Background: an optimization exercise with open tools, aiming at small area. Do not read the settings as production practice.
Function was checked by simulation only, so behaviour that the tests miss may differ from the original.
Power figures rest on the tool's default switching activity, not on a simulated workload.

Setup of yarrow:
==> flow/design.v (excerpt) <==
module pong_top
(
    input i_Clk,                 
    input i_Rst,                 
    input i_UART_RX,
    output o_UART_TX,
    input i_Switch_1,
    input i_Switch_2,
    input i_Switch_3,
    input i_Switch_4,
    output o_LED_1,
    output o_LED_2,
    output o_LED_3,
    output o_LED_4,
    output o_Segment1_A,
    output o_Segment1_B,
    output o_Segment1_C,
    output o_Segment1_D,
    output o_Segment1_E,
    output o_Segment1_F,
    output o_Segment1_G,
    output o_Segment2_A,
    output o_Segment2_B,
    output o_Segment2_C,
    output o_Segment2_D,
    output o_Segment2_E,
    output o_Segment2_F,
    output o_Segment2_G,
    output o_VGA_HSync,
    output o_VGA_VSync,
    output o_VGA_Red_0,
    output o_VGA_Red_1,
    output o_VGA_Red_2,
    output o_VGA_Grn_0,
    output o_VGA_Grn_1,
    output o_VGA_Grn_2,
    output o_VGA_Blu_0,
    output o_VGA_Blu_1,
    output o_VGA_Blu_2
);
For scale: roughly 1,100 cells after synthesis, roughly 0.0098 mm2 of cells after synthesis.
clock: 40.0 ns
lec_check: 0
cap_margin: 20
core_margin: 2
core_utilization: 60
cts_buf_list: sky130_fd_sc_hd__clkbuf_8
cts_cluster_size: 20
slew_margin: 20
standard.sh (not shown) runs the stock make flow with config.mk's settings and CLKGATE_MAP_FILE= SYNTH_SCRIPT=/design/flow/synth_recipe.tcl, a recipe that flattens the netlist after the stock synthesis.
==> flow/flow/run.sh <==
#!/bin/bash
# Standard layout, with the port buffers made from the smallest buffer cell
# and larger clock-tree sink clusters.
set -euo pipefail
export BUFFER_PORTS_ARGS="-buffer_cell sky130_fd_sc_hd__buf_1"
export CTS_ARGS="-sink_clustering_enable -repair_clock_nets -sink_clustering_size 40 -sink_clustering_max_diameter 200 -buf_list sky130_fd_sc_hd__clkbuf_8 -sink_buffer_max_cap_derate 1.0"
bash standard.sh > standard.log 2>&1
yarrow completed; timing, DRC and antenna clean
The inputs of xenon differ from those of yarrow as listed below.
# yarrow
export LEC_CHECK = 0
export CAP_MARGIN = 20
export CORE_MARGIN = 2
export CORE_UTILIZATION = 60
export CTS_BUF_LIST = sky130_fd_sc_hd__clkbuf_8
export CTS_CLUSTER_SIZE = 20
export SLEW_MARGIN = 20
create_clock -name core_clock -period 40.0 [get_ports {i_Clk}]
# xenon
export LEC_CHECK = 0
export CAP_MARGIN = 20
export CORE_MARGIN = 2
export CORE_UTILIZATION = 60
export CTS_BUF_LIST = sky130_fd_sc_hd__clkbuf_16
export CTS_CLUSTER_DIAMETER = 150
export CTS_CLUSTER_SIZE = 50
export SLEW_MARGIN = 20
create_clock -name core_clock -period 40.0 [get_ports {i_Clk}]
==> flow/run.sh (new file) <==
#!/bin/bash
# synth_recipe.tcl (not shown) runs the flow's synth.tcl, then flattens the netlist and writes it again
# the make line also repeats each setting of config.mk as NAME=value (left out here)
make -C /OpenROAD-flow-scripts/flow DESIGN_CONFIG=/design/flow/config.mk WORK_HOME=/design/flow/orfs CLKGATE_MAP_FILE= SYNTH_SCRIPT=/design/flow/synth_recipe.tcl finish
removed: flow/flow/run.sh
removed: flow/standard.sh
==> comparison <==
- Measured against each other, yarrow and xenon differ in met2 routing resource usage after global routing, the lower figure coming from yarrow.
- Compared with yarrow, xenon shows a number of clock buffer instances in the layout that is 1 lower.
- xenon against yarrow: signed area change from the synthesized netlist to the final layout grew by 4.0 points, sequential power held steady, final core utilization grew by 2.4 points.


Starting RTL as in the previous note.
Settings: LEC_CHECK=0, CAP_MARGIN=20, CORE_MARGIN=2, CORE_UTILIZATION=60, CTS_BUF_LIST=sky130_fd_sc_hd__clkbuf_8, CTS_CLUSTER_DIAMETER=80, CTS_CLUSTER_SIZE=30, SLEW_MARGIN=20; clock period 40.0 ns.
run.sh (not shown) runs the stock make flow with config.mk's settings and CLKGATE_MAP_FILE= SYNTH_SCRIPT=/design/flow/synth_recipe.tcl, a recipe that flattens the netlist after the stock synthesis.
Stock flow here: none of the scripts above is used.
Then changed:
==> flow/flow/run.sh (new file) <==
#!/bin/bash
# Standard layout, with the port buffers made from the smallest buffer cell.
set -euo pipefail
export BUFFER_PORTS_ARGS="-buffer_cell sky130_fd_sc_hd__buf_1"
bash standard.sh > standard.log 2>&1
==> flow/standard.sh (new file) <==
#!/bin/bash
# synth_recipe.tcl (not shown) runs the flow's synth.tcl, then flattens the netlist and writes it again
# the make line also repeats each setting of config.mk as NAME=value (left out here)
make -C /OpenROAD-flow-scripts/flow DESIGN_CONFIG=/design/flow/config.mk WORK_HOME=/design/flow/orfs CLKGATE_MAP_FILE= SYNTH_SCRIPT=/design/flow/synth_recipe.tcl "${@:-finish}"
CTS_CLUSTER_DIAMETER = default   (was 80)
CTS_CLUSTER_SIZE = 20   (was 30)
removed: flow/run.sh
The changed run finished clean.
Non-clock buffer count falls by 3.
Clock power is about the same.
Count of clock-buffer cells in the layout rises by 1.
Cell area falls by about 1.9%.
Cell count hardly moves.
Wire length falls by about 0.4%.
Then changed:
==> flow/flow/run.sh (replaced) <==
#!/bin/bash
# Standard layout, with the port buffers made from the smallest buffer cell
# and larger clock-tree sink clusters.
set -euo pipefail
export BUFFER_PORTS_ARGS="-buffer_cell sky130_fd_sc_hd__buf_1"
export CTS_ARGS="-sink_clustering_enable -repair_clock_nets -sink_clustering_size 40 -sink_clustering_max_diameter 200 -buf_list sky130_fd_sc_hd__clkbuf_8 -sink_buffer_max_cap_derate 1.0 -root_buf sky130_fd_sc_hd__clkbuf_8 -sink_clustering_levels 1"
bash standard.sh > standard.log 2>&1
=> Core utilization stays the same; design area stays the same; combinational power hardly moves; wire length is unchanged; non-clock buffer count stays the same; worst setup slack does not change; power does not change; via count stays the same; die area does not change; global-route usage is unchanged; cell count stays the same.

afterwards: timing with drivers on the ports:
The results above use ideal ports. As a check the final layouts listed here were re-extracted and re-timed, cells and wires unchanged. Step 1 (the two cells are an assumption about what drives the block):
set clk [get_ports {i_Clk}]
set_driving_cell -lib_cell sky130_fd_sc_hd__clkbuf_16 $clk
set_driving_cell -lib_cell sky130_fd_sc_hd__buf_2 [delete_from_list [all_inputs] $clk]
Step 2 also shifts input and output timing later by t, the mid clock arrival at the registers, as if the neighbouring blocks saw the same clock. Three values: no drivers, after step 1, after step 2; two values: the first two.
| run | t, ns | setup slack, ns | clock arrival spread, ns | worst data-port slew with drivers (ns) | pins driven straight from the clock port |
|---|---|---|---|---|---|
| yarrow | 0.502 | 25.278 / 25.237 / 25.740 | 0.014 / 0.013 | 0.05 | 1 |
| xenon | 0.482 | 24.825 / 24.782 / 25.264 | 0.012 / 0.011 | 0.05 | 1 |
| the first run of note 2 | 0.501 | 24.776 / 24.737 / 25.238 | 0.020 / 0.020 | 0.05 | 1 |
| the second run of note 2 | 0.502 | 25.278 / 25.237 / 25.740 | 0.014 / 0.013 | 0.05 | 1 |
| the third run of note 2 | 0.502 | 25.278 / 25.237 / 25.740 | 0.014 / 0.013 | 0.05 | 1 |
After both steps every run listed still meets setup and hold.
